This design comes from an exercise in tuning for small area on the open sky130 flow, not from production work.
Where RTL was checked, it was by simulation tests only, not by an equivalence proof against the original.
Power is estimated from default activity; no workload was simulated.

==> amber <==
Design sf2_game, start of the top module:
module sf2_game (
    input  logic       clk,
    input  logic       reset,         
    input  logic       frame_clk,     
    input  logic [7:0] key_code,      
    input  logic       key_press,     
    input  logic [9:0] draw_x,        
    input  logic [9:0] draw_y,
    output logic [9:0] ken_x,
    output logic [9:0] ken_y,
    output logic [9:0] bat_x,
    output logic [9:0] bat_y,
    output logic [5:0] ken_sprite,
    output logic [5:0] bat_sprite,
    output logic [9:0] ken_special_meter,
    output logic [9:0] bat_special_meter,
    output logic [9:0] background_x,
    output logic       ken_dead,
    output logic       bat_dead,
    output logic [3:0] game_state,
    output logic       game_screen,
    output logic       is_ken,
    output logic       is_bat,
    output logic       is_health,
    output logic       is_outline,
    output logic       is_special_bar,
    output logic       is_ken_projectile,
    output logic       is_bat_projectile,
    output logic       is_letter
);
    logic [13:0] keys;
    logic [5:0]  kcnt;
    logic [6:0]  bcnt;
    logic        khit, bhit, kengen, batgen, kfull, bfull;
    logic frame_clk_delayed, fre, fd;
    always_ff @(posedge clk) begin
        if (reset) begin
            frame_clk_delayed <= 1'b0;
            fre <= 1'b0;
            fd <= 1'b0;
        end else begin
            frame_clk_delayed <= frame_clk;
            fre <= frame_clk && !frame_clk_delayed;
            fd <= fre;
        end
    end
    keypress key (.Clk(clk), .Reset(reset), .keyCode(key_code), .press(key_press), .keys(keys));
    gamestate gms (.Clk(clk), .Reset(reset), .fre(fre), .start_key(keys[0]),
                   .ko(ken_dead | bat_dead), .gamescreen(game_screen), .gamestate(game_state));
    fighter #(.CW(6), .J3(35), .J4(45)) k (
        .Clk(clk), .Reset(reset), .fre(fre),
        .kj(keys[13]), .kc(keys[11]), .kk(keys[8]), .kp(keys[9]),
        .kw(keys[12] | keys[10]), .ks(keys[7]), .full(kfull), .isdead(ken_dead),
        .state(ken_sprite), .cnt(kcnt), .hit(khit), .gen(kengen));
    fighter #(.CW(7), .J3(55), .J4(75)) b (
        .Clk(clk), .Reset(reset), .fre(fre),
        .kj(keys[6]), .kc(keys[5]), .kk(keys[1]), .kp(keys[2]),
        .kw(keys[4] | keys[3]), .ks(keys[0]), .full(bfull), .isdead(bat_dead),
  ...
==> flow/config.mk <==
export PLATFORM = sky130hd
export DESIGN_NAME = sf2_game
export DESIGN_NICKNAME = sf2_game
export VERILOG_FILES = /design/flow/design.v
export SDC_FILE = /design/flow/constraint.sdc
export NUM_CORES = 4
export LEC_CHECK = 0
export ABC_AREA = 1
export CAP_MARGIN = 0
export CORE_MARGIN = 2
export CORE_UTILIZATION = 40
export CTS_BUF_LIST = sky130_fd_sc_hd__clkbuf_8
export SLEW_MARGIN = 0
==> flow/constraint.sdc <==
create_clock -name core_clock -period 12.0 [get_ports {clk}]
set_input_delay 2.4000 -clock core_clock [delete_from_list [all_inputs] [get_ports {clk}]]
set_output_delay 2.4000 -clock core_clock [all_outputs]
set_load 0.01 [all_outputs]
run.sh (not shown) runs the stock make flow with config.mk's settings and CLKGATE_MAP_FILE= SYNTH_SCRIPT=/design/flow/synth_recipe.tcl, a recipe that flattens the netlist after the stock synthesis.
==> harbor (differences from amber) <==
--- a/flow/design.v
+++ b/flow/design.v
@@ -234,14 +234,29 @@
         logic c;
         c = ci;
         for (int i = 0; i < 10; i++) begin
             add[i] = a[i] ^ b[i] ^ c;
             c = (a[i] & b[i]) | (a[i] & c) | (b[i] & c);
         end
     endfunction
+    function automatic logic [7:0] add8(input logic [7:0] a, input logic [7:0] b);
+        logic c;
+        c = 1'b0;
+        for (int i = 0; i < 8; i++) begin
+            add8[i] = a[i] ^ b[i] ^ c;
+            c = (a[i] & b[i]) | (a[i] & c) | (b[i] & c);
+        end
+    endfunction
+    function automatic logic lt8(input logic [7:0] a, input logic [7:0] b);
+        logic c;
+        c = 1'b1;
+        for (int i = 0; i < 8; i++)
+            c = (a[i] & ~b[i]) | (a[i] & c) | (~b[i] & c);
+        lt8 = ~c;
+    endfunction
     function automatic logic lt(input logic [9:0] a, input logic [9:0] b);
         logic c;
         c = 1'b1;                        
         for (int i = 0; i < 10; i++)
             c = (a[i] & ~b[i]) | (a[i] & c) | (~b[i] & c);
         lt = ~c;
     endfunction
@@ -308,15 +323,24 @@
         if (!bjump || bset) BY_in = BYc;
         else if (fd)        BY_in = add(BY, bdy, 1'b0);
         else                BY_in = BY;
     end
     logic [9:0] RE, BL, T;
     assign RE = add(RX, RS, 1'b0);        
     assign BL = add(BX, ~BSz, 1'b1);      
-    assign T  = RS + BSz;                 
+    logic [9:0] T5;
+    always_comb begin                     
+        case ({rsel, bsel})
+            4'b0000: begin T = 10'd200; T5 = 10'd205; end
+            4'b0001, 4'b0100: begin T = 10'd250; T5 = 10'd255; end
+            4'b0101, 4'b0010, 4'b1000: begin T = 10'd300; T5 = 10'd305; end
+            4'b0110, 4'b1001: begin T = 10'd350; T5 = 10'd355; end
+            default: begin T = 10'd400; T5 = 10'd405; end
+        endcase
+    end
     logic c_bsp, c_ksp, coll, katk, batk, bathit, kenhit, bump, free;
     logic kwall, kleft, backl, bwall, bleftw, backr, kstill, bstill;
     logic [9:0] rd, bd, ra, rb, ba, bb, rsum, bsum, RX_n, BX_n;
     logic rc, bc, ktsmall;
     logic rpos_n, rneg_n, bpos_n, bneg_n;
     always_comb begin
         c_bsp  = ksp && !lt(KSpec, BL);
@@ -327,17 +351,17 @@
         bathit = coll && katk;
         kenhit = coll && !katk && batk;
         bump   = coll && !katk && !batk;
         free   = !c_bsp && !c_ksp && !coll;
         kwall  = !lt(RE, 10'd639);
         kleft  = !kwall && (!lt(RX, 10'd974) || lt(RX, 10'd7));           
         backl  = free && kleft && (lt(BX, 10'd635) || !lt(BX, 10'd1019))  
-                 && (backX >= 8'd5);
+                 && !lt8(backX, 8'd5);
         bwall  = !lt(BX, 10'd639);
-        backr  = free && bwall && lt(10'd10, RX) && (backX <= 8'd208);
+        backr  = free && bwall && lt(10'd10, RX) && lt8(backX, 8'd209);
         bleftw = !bwall && lt(BL, 10'd6);
         kstill = (ken >= 6'd8 && ken <= 6'd11) || (ken >= 6'd16 && ken <= 6'd23) || (ken >= 6'd29 && ken <= 6'd32);
         bstill = (bat >= 6'd8 && bat <= 6'd11) || (bat >= 6'd16 && bat <= 6'd23) || (bat >= 6'd29 && bat <= 6'd32);
         rpos_n = rpos;
         rneg_n = rneg;
         if (c_ksp || bump || (free && kwall)) begin
             rpos_n = 1'b0; rneg_n = 1'b1;
@@ -369,36 +393,36 @@
         rb = kenhit ? ~T : rd;
         rsum = add(ra, rb, 1'b0);
         ktsmall = !lt(rsum, 10'd974) || lt(rsum, 10'd5);                
         RX_n = (kenhit && ktsmall) ? 10'd5 : rsum;
         ba = bathit ? RX : BX;
         bb = bathit ? T : bd;
         bsum = add(ba, bb, bathit);
-        BX_n = (kenhit && ktsmall) ? T + 10'd5 : bsum;
+        BX_n = (kenhit && ktsmall) ? T5 : bsum;
     end
     logic [7:0] kh_n, bh_n, backX_n;
     logic [3:0] kk_n, bk_n;
     logic       ksp_n, bsp_n;
     always_comb begin
         kh_n = kh;
-        if (bhit && kenhit && kh >= 8'd5) kh_n = kh - 8'd5;
-        if (c_ksp) kh_n = (kh >= 8'd20) ? kh - 8'd20 : 8'd0;
+        if (bhit && kenhit && !lt8(kh, 8'd5)) kh_n = add8(kh, 8'hfb);
+        if (c_ksp) kh_n = !lt8(kh, 8'd20) ? add8(kh, 8'hec) : 8'd0;
         bh_n = bh;
-        if (khit && bathit && bh >= 8'd5) bh_n = bh - 8'd5;
-        if (c_bsp) bh_n = (bh >= 8'd20) ? bh - 8'd20 : 8'd0;
+        if (khit && bathit && !lt8(bh, 8'd5)) bh_n = add8(bh, 8'hfb);
+        if (c_bsp) bh_n = !lt8(bh, 8'd20) ? add8(bh, 8'hec) : 8'd0;
         backX_n = backX;
-        if (backl && !backr) backX_n = backX - 8'd5;
-        if (backr && !backl) backX_n = backX + 8'd5;
+        if (backl && !backr) backX_n = add8(backX, 8'hfb);
+        if (backr && !backl) backX_n = add8(backX, 8'd5);
         ksp_n = Kengen ? 1'b1 : c_bsp ? 1'b0 : ksp;
         bsp_n = Batgen ? 1'b1 : c_ksp ? 1'b0 : bsp;
         kk_n = kk;
-        if (khit && bathit && kk != 4'd10) kk_n = kk + 4'd1;
+        if (khit && bathit && kk != 4'd10) kk_n = {kk[3] ^ (kk[2] & kk[1] & kk[0]), kk[2] ^ (kk[1] & kk[0]), kk[1] ^ kk[0], ~kk[0]};
         if (Kengen) kk_n = 4'd0;
         bk_n = bk;
-        if (bhit && kenhit && bk != 4'd10) bk_n = bk + 4'd1;
+        if (bhit && kenhit && bk != 4'd10) bk_n = {bk[3] ^ (bk[2] & bk[1] & bk[0]), bk[2] ^ (bk[1] & bk[0]), bk[1] ^ bk[0], ~bk[0]};
         if (Batgen) bk_n = 4'd0;
     end
     always_ff @(posedge Clk) begin
         if (Reset) begin
             RX <= 10'd150;
             BX <= 10'd550;
             RY <= 10'd10;
@@ -431,16 +455,19 @@
                 backX <= backX_n;
                 KSpec <= add(ksp ? KSpec : RE, 10'd5, 1'b0);
                 BSpec <= add(bsp ? BSpec : BL, 10'h3fb, 1'b0);
             end
         end
     end
     logic [7:0] k20, b20;
-    assign k20 = {kk, 4'd0} + {2'd0, kk, 2'd0};
-    assign b20 = {bk, 4'd0} + {2'd0, bk, 2'd0};
+    function automatic logic [7:0] x20(input logic [3:0] k);
+        x20 = add8({k, 4'd0}, {2'd0, k, 2'd0});
+    endfunction
+    assign k20 = x20(kk);
+    assign b20 = x20(bk);
     assign KS = {2'd0, k20};
     assign BS = {2'd0, b20};
     assign ks_full = (kk == 4'd10);
     assign bs_full = (bk == 4'd10);
     assign Ryu_X = RX;
     assign Ryu_Y = RY;
     assign Bat_X = BX;
@@ -451,37 +478,37 @@
     logic [9:0] xm5, xr, dyr, dyb, dxk, dxb;
     logic xl, xrr;
     always_comb begin
         xm5 = add(DrawX, 10'h3fb, 1'b0);
         xr  = add(10'd634, ~DrawX, 1'b1);
         xl  = lt(10'd5, DrawX);
         xrr = lt(DrawX, 10'd634);
-        isSp = (DrawY > 10'd25 && DrawY < 10'd35) &&
+        isSp = (lt(10'd25, DrawY) && lt(DrawY, 10'd35)) &&
                ((xl && lt(xm5, {2'd0, k20})) || (xrr && lt(xr, {2'd0, b20})));
         isoutline = ((DrawY == 10'd5 || DrawY == 10'd25) &&
-                     ((DrawX >= 10'd5 && DrawX <= 10'd205) || (DrawX >= 10'd434 && DrawX <= 10'd634))) ||
+                     ((!lt(DrawX, 10'd5) && lt(DrawX, 10'd206)) || (!lt(DrawX, 10'd434) && lt(DrawX, 10'd635)))) ||
                     ((DrawX == 10'd5 || DrawX == 10'd205 || DrawX == 10'd434 || DrawX == 10'd634) &&
-                     (DrawY >= 10'd5 && DrawY <= 10'd25));
-        ishealth = !isoutline && (DrawY > 10'd5 && DrawY < 10'd25) &&
+                     (!lt(DrawY, 10'd5) && lt(DrawY, 10'd26)));
+        ishealth = !isoutline && (lt(10'd5, DrawY) && lt(DrawY, 10'd25)) &&
                    ((xl && lt(xm5, {2'd0, kh})) || (xrr && lt(xr, {2'd0, bh})));
-        isLetter = DrawY >= 10'd150 && DrawY < 10'd225 &&
-                   ((DrawX >= 10'd283 && DrawX < 10'd358 &&
+        isLetter = !lt(DrawY, 10'd150) && lt(DrawY, 10'd225) &&
+                   ((!lt(DrawX, 10'd283) && lt(DrawX, 10'd358) &&
                      (gamestate == 4'd2 || gamestate == 4'd3 || gamestate == 4'd4)) ||
-                    (DrawX >= 10'd270 && DrawX < 10'd370 && gamestate == 4'd7) ||
-                    (DrawX >= 10'd220 && DrawX < 10'd420 && gamestate == 4'd5));
+                    (!lt(DrawX, 10'd270) && lt(DrawX, 10'd370) && gamestate == 4'd7) ||
+                    (!lt(DrawX, 10'd220) && lt(DrawX, 10'd420) && gamestate == 4'd5));
         dyr = add(DrawY, ~RY, 1'b1);
         dyb = add(DrawY, ~BY, 1'b1);
         is_ryu = !lt(DrawX, RX) && lt(DrawX, RE) && lt(dyr, RYS);
         is_bat = !lt(DrawX, BL) && lt(DrawX, BX) && lt(dyb, BYS);
         dxk = add(DrawX, ~KSpec, 1'b1);
         isKenSpecial = ksp && lt(dxk, 10'd50) && lt(KSpec, 10'd974) &&
-                       DrawY >= 10'd279 && DrawY < 10'd329;
+                       !lt(DrawY, 10'd279) && lt(DrawY, 10'd329);
         dxb = add(BSpec, ~DrawX, 1'b0);   
         isBatSpecial = bsp && lt(dxb, 10'd50) && lt(DrawX, 10'd974) &&
-                       DrawY >= 10'd279 && DrawY < 10'd329;
+                       !lt(DrawY, 10'd279) && lt(DrawY, 10'd329);
     end
 endmodule
 module sf2_game (
     input  logic       clk,
     input  logic       reset,         
     input  logic       frame_clk,     
     input  logic [7:0] key_code,      
==> notes <==
Clock power: harbor is smaller than amber (13%). In sequential power, harbor and amber hardly differ. In amber the register-to-register slack is lower than in harbor, by 0.07 ns. Against amber, the synthesized cell count of harbor is smaller by about 2%. Between harbor and amber, the lower global-route usage is in harbor (gap 0.32 points). Against harbor, the clock skew of amber is lower by 0.0079 ns. Area after synthesis: amber is higher than harbor (about 1.8%). Of amber and harbor, harbor has the higher fmax (gap 0.60%, measured against harbor).
No functional check of the RTL was part of amber.

========
==> run R <==
Another version of the RTL of sf2_game (not shown whole).
export LEC_CHECK = 0
export ABC_AREA = 1
export CAP_MARGIN = 0
export CORE_MARGIN = 2
export CORE_UTILIZATION = 40
export CTS_BUF_LIST = sky130_fd_sc_hd__clkbuf_8
export SLEW_MARGIN = 0
create_clock -name core_clock -period 12.0 [get_ports {clk}]
standard.sh (not shown) runs the stock make flow with config.mk's settings and CLKGATE_MAP_FILE= SYNTH_SCRIPT=/design/flow/synth_recipe.tcl, a recipe that flattens the netlist after the stock synthesis.
==> flow/flow/run.sh <==
#!/bin/bash
# The standard layout with three changes to how the layout is made:
#  1. after the standard synthesis (standard.sh synth, unchanged), the logic
#     between the registers is re-mapped with a stronger ABC script
#     (flow/remap.sh): the registers stay exactly as the standard synthesis
#     made them, and ABC's cec must prove the new logic equal to the old, else
#     the standard netlist is kept;
#  2. the ports are buffered with buf_1 cells (every port still gets its own
#     buffer);
#  3. CTS builds its tree from clkbuf_8 with clusters of at most 12 sinks and
#     inserts no dummy loads;
#  4. after synthesis, the resizer may not use buffers larger than buf_2 or
#     delay cells (the platform's don't-use cells stay don't-use).
# Logs: synth.log, remap_*.log and standard.log here, ORFS's own under orfs/logs/.
set -euo pipefail
W=$(pwd)
RES=$W/orfs/results/$FLOW_PLATFORM/sf2_game/base
LOGS=$W/orfs/logs/$FLOW_PLATFORM/sf2_game/base

bash standard.sh synth > synth.log 2>&1

export DONT_USE_ARGS=$(grep -o -- "-dont_use [^ ]*" "$LOGS/1_2_yosys.log" | sort -u | tr '\n' ' ')
export FLOW_HOME FLOW_PLATFORM FLOW_TOP
cp "$RES/1_2_yosys.v" "$W/std.v"
mkdir -p "$W/remap"
for s in 1 2 3 4; do
  bash flow/remap.sh "$W/std.v" "$W/remap/r$s.v" $s "$W/remap_$s.log" || true &
done
wait
best=""; best_area=""
for s in 1 2 3 4; do
  if grep -q "Networks are equivalent" "$W/remap_$s.log" && [[ -s $W/remap/r$s.stat && -s $W/remap/r$s.v ]]; then
    a=$(grep "Chip area" "$W/remap/r$s.stat" | awk '{print $NF}')
    if [[ -z $best_area ]] || awk "BEGIN{exit !($a < $best_area)}"; then best=$s; best_area=$a; fi
  fi
done
echo "remap: best=${best:-none} area=${best_area:-}" > remap.log
if [[ -n $best ]]; then
  cp "$W/remap/r$best.v" "$RES/1_2_yosys.v"
  rm -f "$RES/1_synth.odb" "$RES/1_synth.sdc"
fi

DONT_USE_LAYOUT="$(grep -o -- "-dont_use [^ ]*" "$LOGS/1_2_yosys.log" | awk '{print $2}' | sort -u | tr '\n' ' ')"
DONT_USE_LAYOUT="$DONT_USE_LAYOUT sky130_fd_sc_hd__buf_4 sky130_fd_sc_hd__buf_6 sky130_fd_sc_hd__buf_8 sky130_fd_sc_hd__buf_12 sky130_fd_sc_hd__buf_16"
DONT_USE_LAYOUT="$DONT_USE_LAYOUT sky130_fd_sc_hd__bufbuf_8 sky130_fd_sc_hd__bufbuf_16 sky130_fd_sc_hd__dlygate4sd1_1 sky130_fd_sc_hd__dlygate4sd2_1 sky130_fd_sc_hd__dlygate4sd3_1"
DONT_USE_LAYOUT="$DONT_USE_LAYOUT sky130_fd_sc_hd__dlymetal6s2s_1 sky130_fd_sc_hd__dlymetal6s4s_1 sky130_fd_sc_hd__dlymetal6s6s_1"
DONT_USE_LAYOUT="$DONT_USE_LAYOUT sky130_fd_sc_hd__clkdlybuf4s15_1 sky130_fd_sc_hd__clkdlybuf4s15_2 sky130_fd_sc_hd__clkdlybuf4s18_1 sky130_fd_sc_hd__clkdlybuf4s18_2"
DONT_USE_LAYOUT="$DONT_USE_LAYOUT sky130_fd_sc_hd__clkdlybuf4s25_1 sky130_fd_sc_hd__clkdlybuf4s25_2 sky130_fd_sc_hd__clkdlybuf4s50_1 sky130_fd_sc_hd__clkdlybuf4s50_2"

bash standard.sh \
  DONT_USE_CELLS="$DONT_USE_LAYOUT" \
  BUFFER_PORTS_ARGS="-buffer_cell sky130_fd_sc_hd__buf_1" \
  CTS_ARGS="-sink_clustering_enable -repair_clock_nets -buf_list sky130_fd_sc_hd__clkbuf_8 -sink_clustering_size 12 -dont_use_dummy_load" \
  finish > standard.log 2>&1
==> flow/flow/remap.sh <==
#!/bin/bash
# usage: remap.sh in.v out.v seed log
# Re-maps the combinational logic of the standard synthesis's netlist with a
# stronger ABC script.  Every sequential cell is read as a black box, so each
# register keeps its instance name, cell type and connections; ABC only sees
# the logic between them.  ABC's cec then checks the new logic against the old,
# and the log says whether it passed.
set -euo pipefail
IN=$1; OUT=$2; SEED=$3; LOG=$4
HERE=$(cd "$(dirname "$0")" && pwd)
W=$(dirname "$OUT")
LIB=$FLOW_HOME/platforms/$FLOW_PLATFORM/lib/sky130_fd_sc_hd__tt_025C_1v80.lib
YOSYS=$FLOW_HOME/../tools/install/yosys/bin/yosys
[[ -x $YOSYS ]] || YOSYS=yosys
STUBS=${OUT%.v}.stubs.v
REF=${OUT%.v}.ref.blif
SCRIPT=${OUT%.v}.abc
python3 "$HERE/seqstubs.py" "$LIB" "$STUBS"
cat > "$SCRIPT" <<EOT
strash
write_blif $REF
&get -n
&deepsyn -T 150 -S $SEED
&dch -f
&nf -R 1000 -p -C 32 -F 8 -A 4
&put
topo
cec $REF
EOT
"$YOSYS" -p "
read_verilog $STUBS
read_liberty -ignore_miss_func -nooverwrite $LIB
read_verilog $IN
hierarchy -top $FLOW_TOP
flatten
attrmap -remove capacitance -remove hdlname
rename -hide w:_*_.*
opt_clean -purge
abc -liberty $LIB $DONT_USE_ARGS -script $SCRIPT
read_liberty -lib -overwrite $LIB
opt_clean -purge
hilomap -hicell sky130_fd_sc_hd__conb_1 HI -locell sky130_fd_sc_hd__conb_1 LO
insbuf -buf sky130_fd_sc_hd__buf_1 A X
opt_clean -purge
check -assert -mapped
tee -o ${OUT%.v}.stat stat -liberty $LIB
select $FLOW_TOP
write_verilog -noattr -nohex -nodec -selected $OUT
" > "$LOG" 2>&1
Other scripts of this flow, unchanged in this note and not shown: flow/flow/seqstubs.py
==> run Z (differences from run R) <==
--- a/flow/design.v
+++ b/flow/design.v
@@ -267,11 +267,12 @@
         c = 1'b1;                        
         for (int i = 0; i < 10; i++)
             c = (a[i] & ~b[i]) | (a[i] & c) | (~b[i] & c);
         lt = ~c;
     endfunction
-    logic [9:0] RX, BX, RY, BY;
+    logic [9:0] RX, BX;
+    logic [8:0] RY, BY;                       
     logic       rpos, rneg, bpos, bneg;       
     logic [7:0] kh, bh;                       
     logic [3:0] kk, bk;                       
     logic       ksp, bsp;                     
     logic [9:0] KSpec, BSpec;                 
@@ -325,15 +326,15 @@
             6'd33, 6'd34: begin BYS = 10'd100; BYc = 10'd354; end
             6'd35: begin BYS = 10'd50;  BYc = 10'd404; end
             default: begin BYS = 10'd200; BYc = 10'd254; end
         endcase
         if (!rjump || rset) RY_in = RYc;
-        else if (fd)        RY_in = add(RY, rdy, 1'b0);
-        else                RY_in = RY;
+        else if (fd)        RY_in = add({1'b0, RY}, rdy, 1'b0);
+        else                RY_in = {1'b0, RY};
         if (!bjump || bset) BY_in = BYc;
-        else if (fd)        BY_in = add(BY, bdy, 1'b0);
-        else                BY_in = BY;
+        else if (fd)        BY_in = add({1'b0, BY}, bdy, 1'b0);
+        else                BY_in = {1'b0, BY};
     end
     logic [9:0] RE, BL, T;
     assign RE = add(RX, RS, 1'b0);        
     assign BL = add(BX, ~BSz, 1'b1);      
     logic [9:0] T5;
@@ -432,12 +433,12 @@
     end
     always_ff @(posedge Clk) begin
         if (Reset) begin
             RX <= 10'd150;
             BX <= 10'd550;
-            RY <= 10'd10;
-            BY <= 10'd10;
+            RY <= 9'd10;
+            BY <= 9'd10;
             rpos <= 1'b0; rneg <= 1'b0;
             bpos <= 1'b0; bneg <= 1'b0;
             kh <= 8'd200;
             bh <= 8'd200;
             kk <= 4'd0;
@@ -446,12 +447,12 @@
             bsp <= 1'b0;
             KSpec <= 10'd0;
             BSpec <= 10'd0;
             backX <= 8'd106;
         end else begin
-            RY <= RY_in;
-            BY <= BY_in;
+            RY <= RY_in[8:0];
+            BY <= BY_in[8:0];
             if (fre) begin
                 RX <= RX_n;
                 BX <= BX_n;
                 rpos <= rpos_n; rneg <= rneg_n;
                 bpos <= bpos_n; bneg <= bneg_n;
@@ -476,13 +477,13 @@
     assign KS = {2'd0, k20};
     assign BS = {2'd0, b20};
     assign ks_full = (kk == 4'd10);
     assign bs_full = (bk == 4'd10);
     assign Ryu_X = RX;
-    assign Ryu_Y = RY;
+    assign Ryu_Y = {1'b0, RY};
     assign Bat_X = BX;
-    assign Bat_Y = BY;
+    assign Bat_Y = {1'b0, BY};
     assign bX = {2'd0, backX};
     assign kendead = (kh == 8'd0);
     assign batdead = (bh == 8'd0);
     logic [9:0] xm5, xr, dyr, dyb, dxk, dxb;
     logic xl, xrr;
@@ -502,12 +503,12 @@
         isLetter = !lt(DrawY, 10'd150) && lt(DrawY, 10'd225) &&
                    ((!lt(DrawX, 10'd283) && lt(DrawX, 10'd358) &&
                      (gamestate == 4'd2 || gamestate == 4'd3 || gamestate == 4'd4)) ||
                     (!lt(DrawX, 10'd270) && lt(DrawX, 10'd370) && gamestate == 4'd7) ||
                     (!lt(DrawX, 10'd220) && lt(DrawX, 10'd420) && gamestate == 4'd5));
-        dyr = add(DrawY, ~RY, 1'b1);
-        dyb = add(DrawY, ~BY, 1'b1);
+        dyr = add(DrawY, ~{1'b0, RY}, 1'b1);
+        dyb = add(DrawY, ~{1'b0, BY}, 1'b1);
         is_ryu = !lt(DrawX, RX) && lt(DrawX, RE) && lt(dyr, RYS);
         is_bat = !lt(DrawX, BL) && lt(DrawX, BX) && lt(dyb, BYS);
         dxk = add(DrawX, ~KSpec, 1'b1);
         isKenSpecial = ksp && lt(dxk, 10'd50) && lt(KSpec, 10'd974) &&
                        !lt(DrawY, 10'd279) && lt(DrawY, 10'd329);
--- a/flow/flow/remap.sh
+++ b/flow/flow/remap.sh
@@ -18,11 +18,11 @@
 python3 "$HERE/seqstubs.py" "$LIB" "$STUBS"
 cat > "$SCRIPT" <<EOT
 strash
 write_blif $REF
 &get -n
-&deepsyn -T 150 -S $SEED
+&deepsyn -T 300 -S $SEED
 &dch -f
 &nf -R 1000 -p -C 32 -F 8 -A 4
 &put
 topo
 cec $REF
@@ -38,10 +38,11 @@
 opt_clean -purge
 abc -liberty $LIB $DONT_USE_ARGS -script $SCRIPT
 read_liberty -lib -overwrite $LIB
 opt_clean -purge
 hilomap -hicell sky130_fd_sc_hd__conb_1 HI -locell sky130_fd_sc_hd__conb_1 LO
+opt_clean -purge
 insbuf -buf sky130_fd_sc_hd__buf_1 A X
 opt_clean -purge
 check -assert -mapped
 tee -o ${OUT%.v}.stat stat -liberty $LIB
 select $FLOW_TOP
==> flow/config.mk (replaced) <==
export PLATFORM = sky130hd
export DESIGN_NAME = sf2_game
export DESIGN_NICKNAME = sf2_game
export VERILOG_FILES = /design/flow/design.v
export SDC_FILE = /design/flow/constraint.sdc
export NUM_CORES = 4
export LEC_CHECK = 0
export ABC_AREA = 1
export CAP_MARGIN = 15
export CORE_MARGIN = 2
export CORE_UTILIZATION = 40
export CTS_BUF_LIST = sky130_fd_sc_hd__clkbuf_8
export SLEW_MARGIN = 15
==> run C (differences from run R) <==
--- a/flow/design.v
+++ b/flow/design.v
@@ -63,15 +63,17 @@
             GAME:      if (ko) next_state = KO;
             KO:        if (gameC[8] & gameC[7] & gameC[6] & gameC[5] & gameC[4] & gameC[2]) next_state = START;
         endcase
     end
     always_ff @(posedge Clk) begin
-        if (Reset) begin
+        if (Reset)
             state <= START;
-            gameC <= 9'd0;
-        end else if (fre) begin
+        else if (fre)
             state <= next_state;
+    end
+    always_ff @(posedge Clk) begin
+        if (fre) begin
             if (state == STARTGAME)
                 gameC <= 9'd0;
             else if (state != START && state != GAME)
                 gameC <= inc9(gameC);
         end
@@ -206,17 +208,18 @@
     assign gen = (state == Spesh3) && cnt[5] && cnt[3] && cnt[2] && cnt[0];
     assign is_start = (state == StartI) || (state == StartW) || (state == StartP) ||
                       (state == StartPu) || (state == StartK) || (state == StartCP) ||
                       (state == StartJ) || (state == StartSpesh) || (state == StartKO);
     always_ff @(posedge Clk) begin
-        if (Reset) begin
+        if (Reset)
             state <= StartI;
-            cnt   <= '0;
-        end else if (fre) begin
+        else if (fre)
             state <= next_state;
-            cnt   <= is_start ? '0 : inc(cnt);
-        end
+    end
+    always_ff @(posedge Clk) begin
+        if (fre)
+            cnt <= is_start ? '0 : inc(cnt);
     end
 endmodule
 module ball (
     input  logic       Clk,
     input  logic       Reset,
@@ -442,12 +445,10 @@
             bh <= 8'd200;
             kk <= 4'd0;
             bk <= 4'd0;
             ksp <= 1'b0;
             bsp <= 1'b0;
-            KSpec <= 10'd0;
-            BSpec <= 10'd0;
             backX <= 8'd106;
         end else begin
             RY <= RY_in;
             BY <= BY_in;
             if (fre) begin
@@ -460,15 +461,19 @@
                 kk <= kk_n;
                 bk <= bk_n;
                 ksp <= ksp_n;
                 bsp <= bsp_n;
                 backX <= backX_n;
-                KSpec <= add(ksp ? KSpec : RE, 10'd5, 1'b0);
-                BSpec <= add(bsp ? BSpec : BL, 10'h3fb, 1'b0);
             end
         end
     end
+    always_ff @(posedge Clk) begin
+        if (fre) begin
+            KSpec <= add(ksp ? KSpec : RE, 10'd5, 1'b0);
+            BSpec <= add(bsp ? BSpec : BL, 10'h3fb, 1'b0);
+        end
+    end
     logic [7:0] k20, b20;
     function automatic logic [7:0] x20(input logic [3:0] k);
         x20 = add8({k, 4'd0}, {2'd0, k, 2'd0});
     endfunction
     assign k20 = x20(kk);
@@ -553,17 +558,17 @@
     logic frame_clk_delayed, fre, fd;
     always_ff @(posedge clk) begin
         if (reset) begin
             frame_clk_delayed <= 1'b0;
             fre <= 1'b0;
-            fd <= 1'b0;
         end else begin
             frame_clk_delayed <= frame_clk;
             fre <= frame_clk && !frame_clk_delayed;
-            fd <= fre;
         end
     end
+    always_ff @(posedge clk)
+        fd <= fre;
     keypress key (.Clk(clk), .Reset(reset), .keyCode(key_code), .press(key_press), .keys(keys));
     gamestate gms (.Clk(clk), .Reset(reset), .fre(fre), .start_key(keys[0]),
                    .ko(ken_dead | bat_dead), .gamescreen(game_screen), .gamestate(game_state));
     fighter #(.CW(6), .J3(35), .J4(45)) k (
         .Clk(clk), .Reset(reset), .fre(fre),
--- a/flow/flow/run.sh
+++ b/flow/flow/run.sh
@@ -21,16 +21,16 @@
 
 export DONT_USE_ARGS=$(grep -o -- "-dont_use [^ ]*" "$LOGS/1_2_yosys.log" | sort -u | tr '\n' ' ')
 export FLOW_HOME FLOW_PLATFORM FLOW_TOP
 cp "$RES/1_2_yosys.v" "$W/std.v"
 mkdir -p "$W/remap"
-for s in 1 2 3 4; do
+for s in 1 2 3; do
   bash flow/remap.sh "$W/std.v" "$W/remap/r$s.v" $s "$W/remap_$s.log" || true &
 done
 wait
 best=""; best_area=""
-for s in 1 2 3 4; do
+for s in 1 2 3; do
   if grep -q "Networks are equivalent" "$W/remap_$s.log" && [[ -s $W/remap/r$s.stat && -s $W/remap/r$s.v ]]; then
     a=$(grep "Chip area" "$W/remap/r$s.stat" | awk '{print $NF}')
     if [[ -z $best_area ]] || awk "BEGIN{exit !($a < $best_area)}"; then best=$s; best_area=$a; fi
   fi
 done
--- a/flow/flow/remap.sh
+++ b/flow/flow/remap.sh
@@ -18,13 +18,13 @@
 python3 "$HERE/seqstubs.py" "$LIB" "$STUBS"
 cat > "$SCRIPT" <<EOT
 strash
 write_blif $REF
 &get -n
-&deepsyn -T 150 -S $SEED
+&deepsyn -T 45 -S $SEED
 &dch -f
-&nf -R 1000 -p -C 32 -F 8 -A 4
+&nf -R 1000 -p
 &put
 topo
 cec $REF
 EOT
 "$YOSYS" -p "
==> impl_metrics.env <==
export IMPL_status="complete, no violations"
export IMPL_hold_ws_ns=0.377
export IMPL_fin_skew_ns=0.0373
export IMPL_final_cells=2348
export IMPL_grt_pass1_wl_um=73700
export IMPL_fin_area_um2=14100
export IMPL_pre_cts_ws_ns=0.691
export IMPL_pg_seq_uw=773
export IMPL_met1_length_um=20800
export IMPL_io_buffer_count=117
export IMPL_globalplace_congestion=0.979
export IMPL_initial_core_util=0.406
export IMPL_finalWorstSetupSlack_ns=1.05
export IMPL_switching_share=0.501
That was run C.
==> impl_metrics.env <==
export IMPL_status="complete, no violations"
export IMPL_fin_area_um2=13700
export IMPL_fin_skew_ns=0.0339
export IMPL_met1_length_um=21300
export IMPL_globalplace_congestion=0.967
export IMPL_pg_seq_uw=560
export IMPL_grt_pass1_wl_um=73700
export IMPL_io_buffer_count=117
export IMPL_switching_share=0.361
export IMPL_hold_ws_ns=0.384
That was run R.
==> impl_metrics.env <==
export IMPL_fin_skew_ns=0.0214
export IMPL_antenna_found_initial=1
export IMPL_finalWorstSetupSlack_ns=0.973
export IMPL_pg_seq_uw=561
export IMPL_status="complete, no violations"
export IMPL_met1_length_um=21500
export IMPL_final_cells=2356
export IMPL_grt_pass1_wl_um=74800
export IMPL_pre_cts_ws_ns=0.581
export IMPL_hold_ws_ns=0.389
export IMPL_finalSetupTns_ns=0
export IMPL_fin_area_um2=13600
export IMPL_cp_slowest_cell="dfxtp_1"
export IMPL_io_buffer_count=115
export IMPL_switching_share=0.379
export IMPL_initial_core_util=0.403
That was run Z.

==> static timing again, ports no longer ideal <==
In the flow no input, the clock included, has a driving cell. The finished layouts below were timed again as built, in two steps.
Step 1: set_driving_cell puts a clkbuf_16 on clk and a buf_2 on each other input, an assumption about the parent block.
Step 2, shift: input delay + t, output delay - t, t = (earliest + latest rising clock arrival at the registers) / 2. This alone moves slack from input paths to output paths.
a / b / c = ideal / step 1 / step 2; a / b = the first two.
run	shift t [ns]	slack for setup (ns)	worst data-port slew with drivers (ns)
amber	0.623	0.764 / 0.764 / 0.764	0.06
harbor	0.561	0.831 / 0.831 / 0.831	0.04
run R	0.521	0.913 / 0.913 / 0.913	0.04
run Z	0.530	0.973 / 0.973 / 0.973	0.07
run C	0.530	1.048 / 1.048 / 1.048	0.09
After both steps every run listed still meets setup and hold.
